This design comes from an exercise in tuning for small area on the open sky130 flow, not from production work.
The RTL was checked by simulation tests, not by an equivalence proof against the original design.
No driver is modelled on the clock port, so clocking that relies on it looks cheaper here than on a real chip.
Power is estimated from default activity; no workload was simulated.

==> design.v <==
module reverse (
    input  wire clk,
    input  wire rst_n,
    input  wire uart_rx,
    output wire uart_tx
);
    localparam [7:0] C_END   = 8'hff;
    localparam [7:0] C_BIT   = 8'ha0;
    localparam [7:0] C_SHORT = 8'ha8;
    reg s1, s2;
    always @(posedge clk) begin
        s1 <= uart_rx;
        s2 <= s1;
    end
    reg [6:0] p;
    always @(posedge clk or negedge rst_n)
        if (!rst_n) p <= 7'd1;
        else        p <= p + 7'd1;
    reg       run;     
    reg [5:0] j;       
    reg [7:0] c;       
    reg       tx;
    wire       m   = j[5];
    wire [4:0] idx = j[4:0] ^ {5{m}};
    wire [6:0] t0  = {idx[3:1], 3'b000, idx[0]};
    wire match = (p == t0);
    wire go   = !run && match && (m || !s2);
    wire tick = run && (c == C_END);
    wire [4:0] u    = p[4:0] - t0[4:0];
    wire       last = (u[4:1] == 4'd2);               
    wire       high = (u == 5'd26) || (u == 5'd4);    
    wire       skip = (u == 5'd11) || (u == 5'd5);    
    reg [127:0] ra, rb;
    wire we  = tick && !m && !skip;
    wire tap = idx[4] ? rb[84] : ra[84];
    always @(posedge clk) begin
        ra <= {ra[126:0], (we && !idx[4]) ? s2 : ra[127]};
        rb <= {rb[126:0], (we &&  idx[4]) ? s2 : rb[127]};
    end
    always @(posedge clk) begin
        c <= {c[6:0], c[7] ^ c[5] ^ c[4] ^ c[3]};
        if (go)
            c <= m ? C_BIT : C_SHORT;
        else if (tick)
            c <= C_BIT;
    end
    always @(posedge clk or negedge rst_n) begin
        if (!rst_n) begin
            run <= 1'b0;
            j   <= 6'd0;
            tx  <= 1'b1;
        end else if (go) begin
            run <= 1'b1;
            if (m) tx <= 1'b0;
        end else if (tick) begin
            if (m) tx <= high | tap;
            if (last) begin
                j   <= j + 6'd1;
                run <= 1'b0;
            end
        end
    end
    assign uart_tx = tx;
endmodule
==> flow/run.sh <==
#!/bin/bash
# Standard ORFS layout (standard.sh), with these changes:
# - after the standard synthesis, the combinational logic between the
#   registers is re-mapped by ABC with an area-oriented script (remap.ys);
#   every register instance is kept as the standard synthesis made it (same
#   name, same cell), only the gates between them change;
# - clock tree: flip-flops clustered 20 to a clkbuf_8, no dummy loads;
# - the port buffers are buf_1 cells.
# Each tool's output goes to a log file of its own in this folder.
set -euo pipefail
W=$(pwd)
LIB=$FLOW_HOME/platforms/$FLOW_PLATFORM/lib/sky130_fd_sc_hd__tt_025C_1v80.lib
R=$W/orfs/results/$FLOW_PLATFORM/reverse/base
STD_ARGS=(
  "CTS_ARGS=-sink_clustering_enable -repair_clock_nets -sink_clustering_size 20 -sink_clustering_max_diameter 50 -buf_list {sky130_fd_sc_hd__clkbuf_4 sky130_fd_sc_hd__clkbuf_8} -dont_use_dummy_load"
  "BUFFER_PORTS_ARGS=-buffer_cell sky130_fd_sc_hd__buf_1"
)

bash standard.sh synth > $W/std_synth.log 2>&1

cp $R/1_2_yosys.v $W/remap_in.v
DU=$(grep -o 'cell ("sky130_fd_sc_hd__\(lpflow\|probe\)[^"]*")' $LIB | sed 's/cell ("\(.*\)")/-dont_use \1/' | tr '\n' ' ')
sed -e "s|@LIB@|$LIB|g" -e "s|@DU@|$DU|g" -e "s|@IN@|$W/remap_in.v|g" -e "s|@OUT@|$W/remap_out.v|g" \
    flow/remap.ys > $W/remap.ys
yosys -s $W/remap.ys > $W/remap.log 2>&1

# the registers must be the same instances as before
grep -E '^\s*sky130_fd_sc_hd__(df|edf|sdf|dl)\S* ' $W/remap_in.v | sort > $W/regs_in.txt
grep -E '^\s*sky130_fd_sc_hd__(df|edf|sdf|dl)\S* ' $W/remap_out.v | sort > $W/regs_out.txt
cmp $W/regs_in.txt $W/regs_out.txt

cp $W/remap_out.v $R/1_2_yosys.v
bash standard.sh "${STD_ARGS[@]}" finish > $W/std_finish.log 2>&1
==> flow/remap.ys <==
# pass 1: cell functions from the library, the registers kept as black
# boxes; flatten the gates and re-map them with ABC
read_liberty -ignore_miss_func @LIB@
blackbox sky130_fd_sc_hd__df* sky130_fd_sc_hd__edf* sky130_fd_sc_hd__sdf* sky130_fd_sc_hd__dl*
read_verilog @IN@
hierarchy -top reverse
flatten
hierarchy -top reverse
opt -purge
abc -liberty @LIB@ @DU@ -script +strash;ifraig;dc2;dch,-f;amap;topo
opt_clean -purge
write_verilog -noattr -nohex -nodec @OUT@.pass1.v
design -reset
# pass 2: the same clean-up ORFS's synthesis ends with
read_liberty -lib @LIB@
read_verilog @OUT@.pass1.v
hierarchy -check -top reverse
splitnets
opt_clean -purge
hilomap -singleton -hicell sky130_fd_sc_hd__conb_1 HI -locell sky130_fd_sc_hd__conb_1 LO
insbuf -buf sky130_fd_sc_hd__buf_4 A X
rename -hide w:*$func$*
check -assert -mapped
tee -o @OUT@.stat stat -liberty @LIB@
write_verilog -noattr -nohex -nodec @OUT@
==> standard.sh <==
#!/bin/bash
# synth_recipe.tcl (not shown) runs the flow's synth.tcl, then flattens the netlist and writes it again
# the make line also repeats each setting of config.mk as NAME=value (left out here)
make -C /OpenROAD-flow-scripts/flow DESIGN_CONFIG=/design/flow/config.mk WORK_HOME=/design/flow/orfs CLKGATE_MAP_FILE= SYNTH_SCRIPT=/design/flow/synth_recipe.tcl "${@:-finish}"
==> config.mk <==
export PLATFORM = sky130hd
export DESIGN_NAME = reverse
export DESIGN_NICKNAME = reverse
export VERILOG_FILES = /design/flow/design.v
export SDC_FILE = /design/flow/constraint.sdc
export NUM_CORES = 4
export LEC_CHECK = 0
export ABC_AREA = 0
export CAP_MARGIN = 20
export CORE_MARGIN = 2
export CORE_UTILIZATION = 70
export CTS_BUF_LIST = sky130_fd_sc_hd__clkbuf_8
export CTS_CLUSTER_DIAMETER = 50
export CTS_CLUSTER_SIZE = 16
export SLEW_MARGIN = 20
==> constraint.sdc <==
create_clock -name core_clock -period 37.0 [get_ports {clk}]
set_input_delay 7.4000 -clock core_clock [delete_from_list [all_inputs] [get_ports {clk}]]
set_output_delay 7.4000 -clock core_clock [all_outputs]
set_load 0.01 [all_outputs]
==> impl_metrics.csv, run 1 <==
group,metric,value,unit
outcome,outcome,"complete, no violations",
clock_network,cts_tree,"built",
placement,placedCellCount,496,
run,drv_cap,0,
setup_path,cp_data_required_time,29.60,ns
timing,fin_crit_sh,0.231,
setup_path,start_kind,"flop",
floorplanning,core_area,8640,sq um
power_and_ir_drop,power_leakage,2.65,nW
hold_path,hold_path_depth,0,
placement,finalWeightedCongestion,0.832,
setup_path,timing.reg2reg.setup_slack,34.31,ns
drt,first_pass_iters,4,
drt,drc_errors,0,
setup_path,ff2ff_path_depth,12,
clock_network,cts_sinks,281,
global_routing,antenna_found_initial,0,
drt,vias,2340,
yosys,syn_inst,385,
timing,hold-worst-slack,0.310,ns
yosys,syn-num-nets,388,
timing,rsz0062_at_grt,"false",
setup_path,cp-end-kind,"primary output",
finish,final_cell_count_no_fill,514,
floorplanning,die_y,98.0,um
drt,finalWirelength,6400,um
placement,dpl_cell_area,6330,sq um
timing,max_freq,117,MHz
power_and_ir_drop,ir_drop,0.0000415,V
timing,skew,0.0364,ns
clock_network,clk_latency,0.48,ns
clock_network,cts_made_buffers,18,
setup_path,cp.arrival,1.15,ns
finish,drive_gt1_frac,0.0493,
timing,timing.final.hold_violations,0,
setup_path,max_stage_delay,0.54,ns
hold_path,hold_end,"s2$_DFF_P_",
setup_path,cp_cell_sequence,"buf_1",
timing,slew_headroom,0.469,
timing,post-route-min-period,8.55,ns
setup_path,critPathSlowestCell,"dfstp_2",
timing,fin_setup_tns,0,ns
drt,wl_per_cell,12.4,um
placement,place_hpwl,3610,um
floorplanning,initial_utilization,0.717,
clock_network,cts_root_buffer,"clkbuf_8",
drt,antenna_left,0,
power_and_ir_drop,power_density,64.4,nW/um^2
setup_path,reg2reg_to,"j[5]$_DFFE_PN0P_",
finish,fin_area,6580,sq um
global_routing,grt_max_degree,21,
setup_path,rr_startpoint,"j[5]$_DFFE_PN0P_",
finish,final_cell_mix,"dfxtp_1 (266), nor2_1 (28), clkinv_1 (19), clkbuf_8 (18)",
yosys,synth_area,6190,sq um
global_routing,grt_pass1_wl,11300,um
setup_path,crit_fanout,2,
yosys,synth.avg_cell_area,16.1,sq um
yosys,yosysWarningCount,1,
timing,drv_slew,0,
timing,tightestPinTransition,0.797,ns
clock_network,clk_path_buf_depth,3,
setup_path,cp_top_family,"flip-flops",
floorplanning,io_pins,4,
floorplanning,dieWidth,98.0,um
finish,layout_commonest_cell,"dfxtp_1",
floorplanning,die_area,9610,sq um
setup_path,crit_type,"reg -> out",
global_routing,grt_pass1_vias,2387,
clock_network,ctsResizeCount,0,
clock_network,cts_hold_buf,0,
setup_path,critPathBufInv,1,
placement,io_buffers,3,
clock_network,cts_setup_buffers,0,
finish,fin_nets,411,
drt,drt_iter0_markers,76,
global_routing,grtUsageTotal,0.145,
drt,viasPerCell,4.55,
clock_network,path_clk_slew,0.10,ns
floorplanning,rows,34,
global_routing,grt-ovfl-total,0,
finish,area_growth,6.37,%
finish,antenna_cells,0,
clock_network,htreeDepth,1,
timing,setup_viol,0,
hold_path,min_from,"s1$_DFF_P_",
hold_path,worstHoldPathType,"reg -> reg",
-- stage by stage --
| step | util | power [W] | setup slack [ns] |
|---|---|---|---|
| floorplan | - | 0.000310 | 29.07 |
| global placement | 0.734 | 0.000310 | 28.95 |
| detailed placement | 0.734 | 0.000310 | 28.94 |
| CTS | 0.762 | 0.000428 | 28.42 |
| global route | 0.762 | 0.000439 | 28.39 |
| finish | 0.762 | 0.000424 | 28.45 |
-- per-layer routing --
metal / vias up / part of all wire / track usage
li1: 1256 / - / -
met1: 1040 / 0.55 / 0.232
met2: 29 / 0.39 / 0.194
met3: 15 / 0.036 / 0.0336
met4: 0 / 0.027 / 0.0566
met5: - / 0 / 0
-- how the worst max path moves through the flow --
| stage | from | endpoint | depth (start not counted) |
|---|---|---|---|
| finish | tx$_DFFE_PN1P_ | uart_tx | 1 |
| global route | tx$_DFFE_PN1P_ | uart_tx | 1 |
| CTS | tx$_DFFE_PN1P_ | uart_tx | 1 |
| detailed placement | tx$_DFFE_PN1P_ | uart_tx | 1 |
| global placement | tx$_DFFE_PN1P_ | uart_tx | 1 |
| floorplan | tx$_DFFE_PN1P_ | uart_tx | 0 |
-- layout make-up --
| cell class | count | area, sq um |
|---|---|---|
| sequential | 281 | 5700 |
| clock buffer | 18 | 248 |
| inverter | 19 | 71.3 |
| tap | 108 | 135 |
| multi-input combinational | 85 | 414 |
| timing repair buffer | 3 | 11.3 |
| fill | 532 | 2050 |
-- where the power goes --
part	total (W)	internal (W)	switching (W)	leakage, nW
clock	0.000121	0.0000441	0.0000768	0.129
combinational	0.000000406	0.0000000568	0.000000349	0.186
sequential	0.000303	0.000303	0.0000000614	2.33
total	0.000424	0.000347	0.0000772	2.65
-- registers in the layout, indices dropped and copies added, names as in the netlist --
signal and cells:
ra 128, p 7, rb 128, s2 1, tx 1, c 8, j 6, s1 1
run 1
==> inputs of run 2 (changes only) <==
--- a/flow/run.sh
+++ b/flow/run.sh
@@ -12,7 +12,7 @@
 LIB=$FLOW_HOME/platforms/$FLOW_PLATFORM/lib/sky130_fd_sc_hd__tt_025C_1v80.lib
 R=$W/orfs/results/$FLOW_PLATFORM/reverse/base
 STD_ARGS=(
-  "CTS_ARGS=-sink_clustering_enable -repair_clock_nets -sink_clustering_size 20 -sink_clustering_max_diameter 50 -buf_list {sky130_fd_sc_hd__clkbuf_4 sky130_fd_sc_hd__clkbuf_8} -dont_use_dummy_load"
+  "CTS_ARGS=-sink_clustering_enable -repair_clock_nets -sink_clustering_size 22 -sink_clustering_max_diameter 45 -buf_list {sky130_fd_sc_hd__clkbuf_4 sky130_fd_sc_hd__clkbuf_8} -dont_use_dummy_load"
   "BUFFER_PORTS_ARGS=-buffer_cell sky130_fd_sc_hd__buf_1"
 )
 
==> run 2 against run 1 <==
Clock power is essentially flat. Sequential share of layout area up 0.18 points. Clock-buffer cell count down 1. Cell count fell by 0.19%. First-iteration DRC count fell by 32%. Clock skew up 0.0033 ns. Non-clock buffer count unchanged. Utilization decreased by 0.16 points. Global-route usage down 0.28 points. Highest routed layer unchanged. Largest power group unchanged.
==> impl_metrics.csv, run 2 <==
group,metric,value,unit
setup_path,cp.arrival,1.12,ns
drt,drt_iter0_markers,52,
hold_path,worstHoldPathType,"reg -> reg",
yosys,yosysWarningCount,1,
floorplanning,io_pins,4,
drt,viasPerCell,4.56,
yosys,syn_inst,385,
placement,dpl_worst_slack,28.94,ns
global_routing,antenna_found_initial,0,
drt,first_pass_iters,4,
setup_path,cp_cell_sequence,"buf_1",
clock_network,cts_sinks,281,
floorplanning,die_y,98.0,um
timing,max_freq,117,MHz
floorplanning,initial_utilization,0.717,
clock_network,htreeDepth,1,
floorplanning,rows,34,
finish,fin_nets,410,
setup_path,crit_fanout,2,
setup_path,cp_data_required_time,29.60,ns
finish,final_cell_mix,"dfxtp_1 (266), nor2_1 (28), clkinv_1 (19), clkbuf_8 (17)",
finish,layout_commonest_cell,"dfxtp_1",
placement,io_buffers,3,
timing,skew,0.0397,ns
finish,reg_top3,"ra: 128 flops, rb: 128 flops, c: 8 flops",
yosys,syn-num-nets,388,
outcome,outcome,"complete, no violations",
finish,antenna_cells,0,
yosys,synth_area,6190,sq um
setup_path,crit_type,"reg -> out",
global_routing,grt-ovfl-total,0,
setup_path,max_stage_delay,0.53,ns
timing,hold-worst-slack,0.311,ns
global_routing,grt_max_degree,23,
timing,drv_slew,0,
timing,rsz0062_at_grt,"false",
power_and_ir_drop,power_leakage,2.64,nW
finish,area_growth,6.15,%
run,drv_cap,0,
clock_network,clk_path_buf_depth,3,
floorplanning,dieWidth,98.0,um
timing,slew_headroom,0.473,
global_routing,grt_pass1_vias,2359,
drt,antenna_left,0,
setup_path,critPathSlowestCell,"dfstp_2",
clock_network,path_clk_slew,0.11,ns
setup_path,cp-end-kind,"primary output",
timing,timing.final.hold_violations,0,
clock_network,cts_made_buffers,17,
global_routing,grtUsageTotal,0.142,
drt,finalWirelength,6350,um
global_routing,grt_pass1_wl,11100,um
placement,finalWeightedCongestion,0.832,
clock_network,cts_tree,"built",
finish,drive_gt1_frac,0.0469,
setup_path,cp_top_family,"flip-flops",
floorplanning,core_area,8640,sq um
clock_network,cts_root_buffer,"clkbuf_8",
timing,fin_setup_tns,0,ns
timing,post-route-min-period,8.52,ns
power_and_ir_drop,power_density,64.1,nW/um^2
clock_network,clk_latency,0.48,ns
setup_path,critPathBufInv,1,
power_and_ir_drop,ir_drop,0.0000419,V
clock_network,ctsResizeCount,0,
drt,vias,2341,
drt,drc_errors,0,
clock_network,cts_hold_buf,0,
yosys,synth.avg_cell_area,16.1,sq um
floorplanning,die_area,9610,sq um
timing,fin_crit_sh,0.230,
clock_network,cts_setup_buffers,0,
timing,tightestPinTransition,0.791,ns
timing,setup_slack,28.48,ns
drt,wl_per_cell,12.4,um
placement,place_hpwl,3610,um
setup_path,start_kind,"flop",
timing,setup_viol,0,
[run 2: cell types whose count changed in the layout (fill, tap and decap cells not counted), sizes merged]
cell	change
clkbuf	-1
[run 2: metal layers]
layer | global-route usage | share of wire | vias to the layer above
li1 | - | - | 1248
met1 | 0.229 | 0.55 | 1047
met2 | 0.191 | 0.39 | 32
met3 | 0.0308 | 0.037 | 14
met4 | 0.0534 | 0.025 | 0
met5 | 0 | 0 | -
[run 2: final timing paths]
check | start | endpoint | slack (ns) | depth (start not counted)
worst min register to register | rb[5]$_DFF_P_ | rb[6]$_DFF_P_ | 0.31 | 0
min in group asynchronous | rst_n | run$_DFFE_PN0P_ | 6.97 | 1
worst max register to register | j[5]$_DFFE_PN0P_ | j[5]$_DFFE_PN0P_ | 34.29 | 12
worst min-delay path | rb[5]$_DFF_P_ | rb[6]$_DFF_P_ | 0.31 | 0
worst max-delay path | tx$_DFFE_PN1P_ | uart_tx | 28.48 | 1
max in group asynchronous | rst_n | j[4]$_DFFE_PN0P_ | 29.50 | 1
[run 2: area by class of cell]
| type | instances | area, sq um |
|---|---|---|
| sequential | 281 | 5700 |
| fill | 540 | 2070 |
| multi-input combinational | 85 | 414 |
| clock buffer | 17 | 234 |
| tap | 108 | 135 |
| inverter | 19 | 71.3 |
| timing repair buffer | 3 | 11.3 |
[run 2: per-stage QoR]
stage	area (sq um)	util	cells	power (W)
final	6570	0.761	513	0.000421
after floorplan	6190	-	385	0.000310
after CTS	6570	0.761	513	0.000425
after global routing	6570	0.761	513	0.000434
after detailed placement	6330	0.734	496	0.000310
after global placement	6330	0.734	496	0.000310
[run 2: report_power, final]
part	switching (W)	leakage [nW]	internal (W)
logic	0.000000345	0.186	0.0000000569
registers	0.0000000611	2.33	0.000303
clock network	0.0000758	0.122	0.0000418
total	0.0000762	2.64	0.000345
==> inputs of run 3 (changes only) <==
--- a/flow/run.sh
+++ b/flow/run.sh
@@ -12,7 +12,7 @@
 LIB=$FLOW_HOME/platforms/$FLOW_PLATFORM/lib/sky130_fd_sc_hd__tt_025C_1v80.lib
 R=$W/orfs/results/$FLOW_PLATFORM/reverse/base
 STD_ARGS=(
-  "CTS_ARGS=-sink_clustering_enable -repair_clock_nets -sink_clustering_size 22 -sink_clustering_max_diameter 45 -buf_list {sky130_fd_sc_hd__clkbuf_4 sky130_fd_sc_hd__clkbuf_8} -dont_use_dummy_load"
+  "CTS_ARGS=-sink_clustering_enable -repair_clock_nets -sink_clustering_size 16 -sink_clustering_max_diameter 40 -buf_list {sky130_fd_sc_hd__clkbuf_4 sky130_fd_sc_hd__clkbuf_8} -sink_clustering_buffer sky130_fd_sc_hd__clkbuf_8 -root_buf sky130_fd_sc_hd__clkbuf_8 -dont_use_dummy_load"
   "BUFFER_PORTS_ARGS=-buffer_cell sky130_fd_sc_hd__buf_1"
 )
 
==> run 3 against run 2 <==
Critical path type unchanged. Highest routed layer unchanged. Total power is 3.5% higher. Sequential power hardly changed. Cell count is 0.97% higher. Largest power group unchanged. Synthesized cell count stayed put. Setup slack worse by 0.014 ns. Cell area is 1.0% higher. Non-clock buffer count stayed put. Flip-flop and latch count stayed put. Still clean.
==> impl_metrics.csv, run 3 <==
group,metric,value,unit
outcome,outcome,"complete, no violations",
timing,fin_crit_sh,0.231,
yosys,syn-num-nets,388,
clock_network,cts_root_buffer,"clkbuf_8",
run,drv_cap,0,
setup_path,cp_top_family,"flip-flops",
placement,finalWeightedCongestion,0.832,
placement,io_buffers,3,
global_routing,antenna_found_initial,0,
timing,drv_slew,0,
yosys,yosysWarningCount,1,
clock_network,htreeDepth,1,
drt,wl_per_cell,12.5,um
timing,slew_headroom,0.474,
placement,place_hpwl,3610,um
finish,layout_commonest_cell,"dfxtp_1",
clock_network,cts_sinks,281,
setup_path,cp_cell_sequence,"buf_1",
clock_network,clk_path_buf_depth,3,
timing,setup_slack,28.47,ns
setup_path,cp_data_required_time,29.60,ns
hold_path,worstHoldPathType,"reg -> reg",
timing,skew,0.0344,ns
finish,fin_util,0.769,
timing,setup_viol,0,
yosys,synth_area,6190,sq um
yosys,syn_inst,385,
finish,drive_gt1_frac,0.0585,
floorplanning,core_area,8640,sq um
drt,drt_iter0_markers,34,
power_and_ir_drop,power_leakage,2.67,nW
floorplanning,initial_utilization,0.717,
finish,area_growth,7.26,%
clock_network,cts_tree,"built",
clock_network,cts_made_buffers,22,
global_routing,grt-ovfl-total,0,
finish,final_cell_mix,"dfxtp_1 (266), nor2_1 (28), clkbuf_8 (22), clkinv_1 (19)",
drt,antenna_left,0,
setup_path,cp-end-kind,"primary output",
timing,tightestPinTransition,0.788,ns
placement,dpl_worst_slack,28.94,ns
floorplanning,rows,34,
setup_path,max_stage_delay,0.53,ns
floorplanning,die_area,9610,sq um
drt,drc_errors,0,
global_routing,grt_pass1_vias,2455,
setup_path,critPathBufInv,1,
clock_network,path_clk_slew,0.09,ns
finish,reg_top3,"ra: 128 flops, rb: 128 flops, c: 8 flops",
setup_path,crit_type,"reg -> out",
clock_network,clk_latency,0.49,ns
global_routing,grt_max_degree,17,
timing,post-route-min-period,8.53,ns
setup_path,timing.reg2reg.setup_slack,34.30,ns
floorplanning,die_y,98.0,um
clock_network,ctsResizeCount,0,
power_and_ir_drop,power_density,65.6,nW/um^2
drt,finalWirelength,6460,um
power_and_ir_drop,ir_drop,0.0000447,V
global_routing,grt_pass1_wl,11300,um
setup_path,start_kind,"flop",
drt,viasPerCell,4.59,
setup_path,crit_fanout,2,
floorplanning,io_pins,4,
floorplanning,dieWidth,98.0,um
finish,fin_nets,415,
yosys,synth.avg_cell_area,16.1,sq um
finish,antenna_cells,0,
timing,max_freq,117,MHz
clock_network,cts_hold_buf,0,
drt,vias,2379,
timing,timing.final.hold_violations,0,
clock_network,cts_setup_buffers,0,
drt,first_pass_iters,4,
setup_path,cp.arrival,1.13,ns
timing,rsz0062_at_grt,"false",
setup_path,critPathSlowestCell,"dfstp_2",
timing,fin_setup_tns,0,ns
global_routing,grtUsageTotal,0.146,
==> run 3: power breakdown <==
part           leakage (nW)  internal (W)  switching (W)    total [W]
clock network         0.158     0.0000534      0.0000791     0.000132
logic                 0.186  0.0000000569    0.000000345  0.000000402
registers              2.33      0.000302   0.0000000617     0.000303
total                  2.67      0.000356      0.0000795     0.000435
==> run 3: worst paths after layout <==
path                                    end  cells past startpoint             start
setup / recovery                    uart_tx                      1    tx$_DFFE_PN1P_
hold / removal               ra[86]$_DFF_P_                      0    ra[85]$_DFF_P_
max in group asynchronous    p[1]$_DFF_PN0_                      1             rst_n
hold reg to reg              ra[86]$_DFF_P_                      0    ra[85]$_DFF_P_
setup reg to reg           j[5]$_DFFE_PN0P_                     12  j[5]$_DFFE_PN0P_
min in group asynchronous  j[2]$_DFFE_PN0P_                      1             rst_n
==> run 3: per-stage QoR <==
stage	power [W]	instance area (sq um)	hold WS [ns]	cells
2_1_floorplan	0.000310	6190	0.310	385
3_3_place_gp	0.000310	6330	0.313	496
3_5_place_dp	0.000310	6330	0.312	496
4_1_cts	0.000440	6640	0.287	518
5_1_grt	0.000450	6640	0.294	518
6_report	0.000435	6640	0.295	518
==> run 3: cell type report <==
class,count,area (sq um)
fill,527,2000
sequential,281,5700
multi-input combinational,85,414
inverter,19,71.3
timing repair buffer,3,11.3
clock buffer,22,303
tap,108,135
==> run 3: routing by layer <==
layer | GRT usage | routed length [um] | up-vias
met5 | 0 | 0 | -
met1 | 0.226 | 3510 | 1088
met2 | 0.200 | 2630 | 30
met4 | 0.0566 | 82 | 0
li1 | - | - | 1255
met3 | 0.0365 | 243 | 6
==> inputs of run 4 (changes only) <==
--- a/flow/run.sh
+++ b/flow/run.sh
@@ -4,17 +4,21 @@
 #   registers is re-mapped by ABC with an area-oriented script (remap.ys);
 #   every register instance is kept as the standard synthesis made it (same
 #   name, same cell), only the gates between them change;
-# - clock tree: flip-flops clustered 20 to a clkbuf_8, no dummy loads;
+# - clock tree: flip-flops clustered 12 to a clkbuf_4, no dummy loads; after
+#   routing, the slew at the flip-flop clock pins is measured (clkslew.tcl)
+#   and any leaf buffer whose pins see more than 116 ps is upsized in the
+#   clock tree (upsize.tcl), then the layout is routed again from there;
+#   if that does not settle, the clock tree is rebuilt with clkbuf_8 leaves;
 # - the port buffers are buf_1 cells.
 # Each tool's output goes to a log file of its own in this folder.
 set -euo pipefail
 W=$(pwd)
 LIB=$FLOW_HOME/platforms/$FLOW_PLATFORM/lib/sky130_fd_sc_hd__tt_025C_1v80.lib
 R=$W/orfs/results/$FLOW_PLATFORM/reverse/base
-STD_ARGS=(
-  "CTS_ARGS=-sink_clustering_enable -repair_clock_nets -sink_clustering_size 16 -sink_clustering_max_diameter 40 -buf_list {sky130_fd_sc_hd__clkbuf_4 sky130_fd_sc_hd__clkbuf_8} -sink_clustering_buffer sky130_fd_sc_hd__clkbuf_8 -root_buf sky130_fd_sc_hd__clkbuf_8 -dont_use_dummy_load"
-  "BUFFER_PORTS_ARGS=-buffer_cell sky130_fd_sc_hd__buf_1"
-)
+LIMIT_PS=116
+CTS_MAIN="CTS_ARGS=-sink_clustering_enable -repair_clock_nets -sink_clustering_size 12 -sink_clustering_max_diameter 45 -buf_list {sky130_fd_sc_hd__clkbuf_4} -dont_use_dummy_load"
+CTS_SAFE="CTS_ARGS=-sink_clustering_enable -repair_clock_nets -sink_clustering_size 20 -sink_clustering_max_diameter 50 -buf_list {sky130_fd_sc_hd__clkbuf_4 sky130_fd_sc_hd__clkbuf_8} -dont_use_dummy_load"
+PORTS="BUFFER_PORTS_ARGS=-buffer_cell sky130_fd_sc_hd__buf_1"
 
 bash standard.sh synth > $W/std_synth.log 2>&1
 
@@ -30,4 +34,26 @@
 cmp $W/regs_in.txt $W/regs_out.txt
 
 cp $W/remap_out.v $R/1_2_yosys.v
-bash standard.sh "${STD_ARGS[@]}" finish > $W/std_finish.log 2>&1
+bash standard.sh "$CTS_MAIN" "$PORTS" finish > $W/std_finish_0.log 2>&1
+
+# leaf buffers whose flip-flop clock pins see too much slew
+slow() {
+  ODB=$R/6_final.odb LIB=$LIB SDC=$R/6_final.sdc SPEF=$R/6_final.spef OUT=$W/clkslew_$1.txt \
+    openroad -no_init -exit flow/clkslew.tcl > $W/clkslew_$1.log 2>&1 || exit 1
+  [[ -s $W/clkslew_$1.txt ]] || exit 1
+  awk -v l=$LIMIT_PS '$2 > l {print $1}' $W/clkslew_$1.txt > $W/slow_$1.txt
+  [[ -s $W/slow_$1.txt ]]
+}
+
+i=0
+while slow $i; do
+  i=$((i + 1))
+  if [[ $i -gt 3 ]]; then
+    bash standard.sh "$CTS_SAFE" "$PORTS" clean_cts > $W/std_clean_cts.log 2>&1
+    bash standard.sh "$CTS_SAFE" "$PORTS" finish > $W/std_finish_safe.log 2>&1
+    break
+  fi
+  ODB=$R/4_1_cts.odb LIB=$LIB LIST=$W/slow_$((i - 1)).txt \
+    openroad -no_init -exit flow/upsize.tcl > $W/upsize_$i.log 2>&1
+  bash standard.sh "$CTS_MAIN" "$PORTS" finish > $W/std_finish_$i.log 2>&1
+done
==> flow/clkslew.tcl (new file) <==
# per clock-tree leaf driver: the worst slew at the flip-flop clock pins it drives (ps)
read_db $::env(ODB)
read_liberty $::env(LIB)
read_sdc $::env(SDC)
read_spef $::env(SPEF)
set out [open $::env(OUT) w]
set worst [dict create]
foreach pin [get_pins -hierarchical */CLK] {
  set inst [get_property $pin full_name]
  set s 0.0
  foreach a {max min} {
    foreach e {rise fall} {
      set v [get_property $pin slew_${a}_$e]
      if {[string is double -strict $v]} { set s [expr {max($s, [sta::time_ui_sta $v] * 1e12)}] }
    }
  }
  set net [get_nets -of_objects $pin]
  set drv ""
  foreach p [get_pins -of_objects $net -filter "direction==output"] { set drv [get_full_name [get_cells -of_objects $p]] }
  if {![dict exists $worst $drv] || [dict get $worst $drv] < $s} { dict set worst $drv $s }
}
dict for {k v} $worst { puts $out "$k [format %.2f $v]" }
close $out
==> flow/upsize.tcl (new file) <==
# upsize the named clock-tree buffers in the CTS result and legalize
read_liberty $::env(LIB)
read_db $::env(ODB)
set f [open $::env(LIST)]
foreach name [split [string trim [read $f]] "\n"] {
  if {$name eq ""} { continue }
  set inst [[ord::get_db_block] findInst $name]
  set m [[$inst getMaster] getName]
  set to [dict get {sky130_fd_sc_hd__clkbuf_4 sky130_fd_sc_hd__clkbuf_8 sky130_fd_sc_hd__clkbuf_8 sky130_fd_sc_hd__clkbuf_16} $m]
  puts "upsize $name $m -> $to"
  replace_cell $name $to
}
close $f
detailed_placement
check_placement -verbose
write_db $::env(ODB)
--- a/config.mk
+++ b/config.mk
@@ -9,7 +9,4 @@
 export CAP_MARGIN = 20
 export CORE_MARGIN = 2
 export CORE_UTILIZATION = 70
-export CTS_BUF_LIST = sky130_fd_sc_hd__clkbuf_8
-export CTS_CLUSTER_DIAMETER = 50
-export CTS_CLUSTER_SIZE = 16
 export SLEW_MARGIN = 20
==> run 4 against run 3 <==
Still clean. Worst hold slack worse by 0.0074 ns. Cell area is 1.3% lower. Clock skew is 0.013 ns higher. Critical path type unchanged. Critical endpoint unchanged. Highest routed layer unchanged.
==> impl_metrics.csv, run 4 <==
group,metric,value,unit
finish,fin_nets,420,
clock_network,htreeDepth,1,
timing,max_freq,116,MHz
clock_network,cts_made_buffers,27,
setup_path,critPathSlowestCell,"dfstp_2",
power_and_ir_drop,seqPwrFrac,0.727,
global_routing,antenna_found_initial,0,
placement,placedCellCount,496,
setup_path,start_kind,"flop",
global_routing,grt_pass1_wl,11500,um
drt,antenna_left,0,
clock_network,path_clk_slew,0.11,ns
floorplanning,dieWidth,98.0,um
setup_path,crit_fanout,2,
finish,antenna_cells,0,
power_and_ir_drop,power_leakage,2.65,nW
timing,skew,0.0476,ns
clock_network,clk_latency,0.58,ns
drt,wl_met2,2590,um
placement,io_buffers,3,
clock_network,cts_setup_buffers,0,
timing,post-route-min-period,8.63,ns
clock_network,cts_root_buffer,"clkbuf_4",
global_routing,grt_pass1_vias,2502,
placement,finalWeightedCongestion,0.832,
finish,layout_commonest_cell,"dfxtp_1",
drt,drt_iter0_markers,46,
setup_path,cp.arrival,1.23,ns
finish,area_growth,5.84,%
clock_network,ctsResizeCount,0,
drt,viasPerCell,4.58,
timing,fin_crit_sh,0.233,
finish,fill_cells,539,
drt,finalWirelength,6460,um
clock_network,clk_path_buf_depth,3,
drt,met3WireLength,277,um
finish,fin_util,0.758,
power_and_ir_drop,p_switching,0.0000775,W
floorplanning,die_y,98.0,um
placement,place_hpwl,3610,um
timing,slew_headroom,0.473,
timing,fin_setup_tns,0,ns
yosys,yosysWarningCount,1,
drt,first_pass_iters,4,
power_and_ir_drop,p_clk_frac,0.272,
timing,setup_viol,0,
finish,final_cell_count_no_fill,523,
timing,drv_slew,0,
yosys,synth.avg_cell_area,16.1,sq um
drt,top_layer,"met4",
power_and_ir_drop,swShare,0.186,
floorplanning,die_area,9610,sq um
clock_network,cts_hold_buf,0,
yosys,syn-num-nets,388,
finish,drive_gt1_frac,0.0699,
global_routing,grt_max_degree,16,
drt,drc_errors,0,
floorplanning,initial_utilization,0.717,
setup_path,cp_cell_sequence,"buf_1",
yosys,synth_area,6190,sq um
power_and_ir_drop,power_frac_comb,0.001,
setup_path,critPathBufInv,1,
power_and_ir_drop,ir_drop,0.0000340,V
drt,wl_met1,3480,um
setup_path,cp_top_family,"flip-flops",
finish,reg_top3,"ra: 128 flops, rb: 128 flops, c: 8 flops",
finish,final_cell_mix,"dfxtp_1 (266), nor2_1 (28), clkbuf_4 (25), clkinv_1 (19)",
drt,vias,2394,
clock_network,cts_sinks,281,
setup_path,cp_data_required_time,29.60,ns
global_routing,grtUsageTotal,0.148,
run,drv_cap,0,
floorplanning,core_area,8640,sq um
floorplanning,io_pins,4,
hold_path,worstHoldPathType,"reg -> reg",
setup_path,crit_type,"reg -> out",
timing,tightestPinTransition,0.790,ns
floorplanning,rows,34,
setup_path,cp-end-kind,"primary output",
timing,timing.final.hold_violations,0,
yosys,syn_inst,385,
outcome,outcome,"complete, no violations",
timing,hold-worst-slack,0.287,ns
power_and_ir_drop,power_density,63.5,nW/um^2
drt,wl_per_cell,12.4,um
timing,rsz0062_at_grt,"false",
power_and_ir_drop,p_int,0.000339,W
global_routing,grt-ovfl-total,0,
setup_path,max_stage_delay,0.53,ns
clock_network,cts_tree,"built",
-- run 4: metrics by stage --
stage / cell area, sq um / total power [W] / setup slack [ns]
after detailed placement: 6330 / 0.000310 / 28.94
after floorplan: 6190 / 0.000310 / 29.07
after global routing: 6550 / 0.000432 / 28.30
after CTS: 6540 / 0.000420 / 28.27
after global placement: 6330 / 0.000310 / 28.95
final: 6550 / 0.000416 / 28.37
-- run 4: final cells by class --
class	instances	area (sq um)	area share
timing repair buffer	3	11.3	0.00172
multi-input combinational	85	414	0.0632
inverter	19	71.3	0.0109
sequential	281	5700	0.871
clock buffer	27	215	0.0329
tap	108	135	0.0206
-- run 4: path summary, 6_finish.rpt --
check	startpoint	endpoint	slack, ns	cells after the start
max	tx$_DFFE_PN1P_	uart_tx	28.37	1
min in group asynchronous	rst_n	j[1]$_DFFE_PN0P_	6.87	1
min reg2reg	rb[11]$_DFF_P_	rb[12]$_DFF_P_	0.29	0
min	rb[11]$_DFF_P_	rb[12]$_DFF_P_	0.29	0
max in group asynchronous	rst_n	p[5]$_DFF_PN0_	29.59	1
max reg2reg	j[5]$_DFFE_PN0P_	j[5]$_DFFE_PN0P_	34.29	12
-- run 4: metal layers --
metal	GRT usage	vias up
met5	0	-
met4	0.0630	0
met3	0.0408	11
met2	0.200	38
met1	0.227	1071
li1	-	1274
-- run 4: power groups by stage --
stage | combinational [W] | clock [W] | sequential [W]
after floorplan | 0.0000000336 | 0 | 0.000310
after global placement | 0.000000396 | 0 | 0.000310
after detailed placement | 0.000000425 | 0 | 0.000310
after CTS | 0.000000423 | 0.000116 | 0.000303
after global routing | 0.000000497 | 0.000129 | 0.000303
final | 0.000000404 | 0.000113 | 0.000303
==> inputs of run 5 (changes only) <==
--- a/flow/run.sh
+++ b/flow/run.sh
@@ -6,7 +6,7 @@
 #   name, same cell), only the gates between them change;
 # - clock tree: flip-flops clustered 12 to a clkbuf_4, no dummy loads; after
 #   routing, the slew at the flip-flop clock pins is measured (clkslew.tcl)
-#   and any leaf buffer whose pins see more than 116 ps is upsized in the
+#   and any leaf buffer whose pins see more than 110 ps is upsized in the
 #   clock tree (upsize.tcl), then the layout is routed again from there;
 #   if that does not settle, the clock tree is rebuilt with clkbuf_8 leaves;
 # - the port buffers are buf_1 cells.
@@ -15,7 +15,7 @@
 W=$(pwd)
 LIB=$FLOW_HOME/platforms/$FLOW_PLATFORM/lib/sky130_fd_sc_hd__tt_025C_1v80.lib
 R=$W/orfs/results/$FLOW_PLATFORM/reverse/base
-LIMIT_PS=116
+LIMIT_PS=110
 CTS_MAIN="CTS_ARGS=-sink_clustering_enable -repair_clock_nets -sink_clustering_size 12 -sink_clustering_max_diameter 45 -buf_list {sky130_fd_sc_hd__clkbuf_4} -dont_use_dummy_load"
 CTS_SAFE="CTS_ARGS=-sink_clustering_enable -repair_clock_nets -sink_clustering_size 20 -sink_clustering_max_diameter 50 -buf_list {sky130_fd_sc_hd__clkbuf_4 sky130_fd_sc_hd__clkbuf_8} -dont_use_dummy_load"
 PORTS="BUFFER_PORTS_ARGS=-buffer_cell sky130_fd_sc_hd__buf_1"
==> run 5 against run 4 <==
Still clean on timing, DRC and antenna. Synthesized cell count unchanged. Setup slack worse by 0.0055 ns. Cell area up 0.29%. Die area unchanged. Register-to-register slack about the same. Sequential power about the same. Synthesized area unchanged. Clock power up 4%. Global-route usage unchanged. Critical path depth unchanged. Total power up 0.94%. Critical endpoint unchanged. Largest cell class unchanged. Highest routed layer unchanged.
==> impl_metrics.csv, run 5 <==
group,metric,value,unit
power_and_ir_drop,power_density,64.0,nW/um^2
clock_network,cts_hold_buf,0,
placement,io_buffers,3,
floorplanning,initial_utilization,0.717,
setup_path,critPathBufInv,1,
timing,slew_headroom,0.473,
clock_network,ctsResizeCount,0,
clock_network,clk_path_buf_depth,3,
timing,hold-worst-slack,0.287,ns
global_routing,grt_pass1_wl,11500,um
floorplanning,core_area,8640,sq um
clock_network,cts_tree,"built",
yosys,syn-num-nets,388,
drt,finalWirelength,6480,um
floorplanning,dieWidth,98.0,um
global_routing,grt_max_degree,16,
setup_path,cp.arrival,1.23,ns
setup_path,critPathSlowestCell,"dfstp_2",
setup_path,cp_top_family,"flip-flops",
finish,reg_top3,"ra: 128 flops, rb: 128 flops, c: 8 flops",
floorplanning,die_area,9610,sq um
drt,vias,2392,
hold_path,min_from,"rb[11]$_DFF_P_",
yosys,yosysWarningCount,1,
placement,finalWeightedCongestion,0.832,
placement,place_hpwl,3610,um
floorplanning,die_y,98.0,um
setup_path,cp-end-kind,"primary output",
drt,drt_iter0_markers,50,
finish,fill_cells,535,
drt,viasPerCell,4.57,
clock_network,htreeDepth,1,
finish,fin_util,0.761,
yosys,syn_inst,385,
timing,rsz0062_at_grt,"false",
timing,fin_crit_sh,0.233,
timing,setup_slack,28.37,ns
timing,setup_viol,0,
finish,final_cell_mix,"dfxtp_1 (266), nor2_1 (28), clkbuf_4 (22), clkinv_1 (19)",
finish,drive_gt1_frac,0.0699,
outcome,outcome,"complete, no violations",
yosys,synth.avg_cell_area,16.1,sq um
timing,max_freq,116,MHz
finish,area_growth,6.15,%
timing,post-route-min-period,8.63,ns
setup_path,cp_cell_sequence,"buf_1",
finish,antenna_cells,0,
clock_network,path_clk_slew,0.11,ns
setup_path,rr_startpoint,"j[5]$_DFFE_PN0P_",
timing,skew,0.0558,ns
finish,fin_nets,420,
clock_network,cts_setup_buffers,0,
finish,layout_commonest_cell,"dfxtp_1",
drt,first_pass_iters,4,
clock_network,clk_latency,0.59,ns
floorplanning,rows,34,
hold_path,worstHoldPathType,"reg -> reg",
setup_path,max_stage_delay,0.53,ns
setup_path,critPathLaunch,"tx$_DFFE_PN1P_",
global_routing,grt_pass1_vias,2500,
setup_path,crit_type,"reg -> out",
timing,timing.final.hold_violations,0,
setup_path,cp_data_required_time,29.60,ns
global_routing,grt-ovfl-total,0,
drt,antenna_left,0,
drt,drc_errors,0,
clock_network,cts_sinks,281,
clock_network,cts_made_buffers,27,
setup_path,start_kind,"flop",
run,drv_cap,0,
yosys,synth_area,6190,sq um
clock_network,cts_root_buffer,"clkbuf_4",
placement,dpl_worst_slack,28.94,ns
global_routing,antenna_found_initial,0,
setup_path,crit_fanout,2,
floorplanning,io_pins,4,
timing,fin_setup_tns,0,ns
drt,wl_per_cell,12.4,um
power_and_ir_drop,power_leakage,2.65,nW
global_routing,grtUsageTotal,0.148,
timing,tightestPinTransition,0.790,ns
timing,drv_slew,0,
power_and_ir_drop,ir_drop,0.0000340,V
## run 5: per-stage QoR
step / std cells / power (W) / area (sq um)
floorplan: 385 / 0.000310 / 6190
global placement: 496 / 0.000310 / 6330
detailed placement: 496 / 0.000310 / 6330
CTS: 523 / 0.000420 / 6540
global route: 523 / 0.000436 / 6570
finish: 523 / 0.000420 / 6570
## run 5: path summary, 6_finish.rpt
check / depth (start not counted) / endpoint / slack, ns
max: 1 / uart_tx / 28.37
min: 0 / rb[12]$_DFF_P_ / 0.29
max reg2reg: 12 / j[5]$_DFFE_PN0P_ / 34.29
min reg2reg: 0 / rb[12]$_DFF_P_ / 0.29
max in group asynchronous: 1 / p[5]$_DFF_PN0_ / 29.59
min in group asynchronous: 1 / j[1]$_DFFE_PN0P_ / 6.87
## run 5: final cells by class
class	instances	area (sq um)	area share
clock buffer	27	234	0.0356
timing repair buffer	3	11.3	0.00171
inverter	19	71.3	0.0109
tap	108	135	0.0206
sequential	281	5700	0.868
multi-input combinational	85	414	0.0630
## run 5: power by group
part           switching (W)   internal, W
clock              0.0000777     0.0000394
sequential      0.0000000621      0.000303
combinational    0.000000347  0.0000000568
## run 5: metal layers
metal | GRT usage | wire length [um] | vias up
met5 | 0 | 0 | -
met4 | 0.0630 | 115 | 0
met3 | 0.0408 | 286 | 11
met2 | 0.200 | 2600 | 38
met1 | 0.227 | 3480 | 1070
li1 | - | - | 1273

static timing again, ports no longer ideal:
No port has a modelled driver above. Below, the same layouts with a new extraction and two added sets of constraints.
Step 1 sets driving cells, clkbuf_16 on the clock port and buf_2 on the other inputs (assumed; they add their load-dependent delay and slew).
Step 2 adds t to the input delays and takes it off the output delays; t is the mean of the earliest and latest rising clock arrival at the registers after step 1. Input paths then give back, and output paths get back, about the clock's delay inside the block.
Three values: no drivers, after step 1, after step 2; two values: the first two.
| run | t (ns) | setup WS [ns] | latest minus earliest clock arrival (ns) |
|---|---|---|---|
| run 1 | 0.491 | 28.449 / 28.418 / 28.909 | 0.039 / 0.039 |
| run 2 | 0.497 | 28.480 / 28.448 / 28.946 | 0.041 / 0.041 |
| run 3 | 0.504 | 28.465 / 28.433 / 28.937 | 0.035 / 0.035 |
| run 4 | 0.586 | 28.373 / 28.344 / 28.929 | 0.051 / 0.051 |
| run 5 | 0.595 | 28.367 / 28.338 / 28.933 | 0.057 / 0.057 |
After both steps every run listed still meets setup and hold.
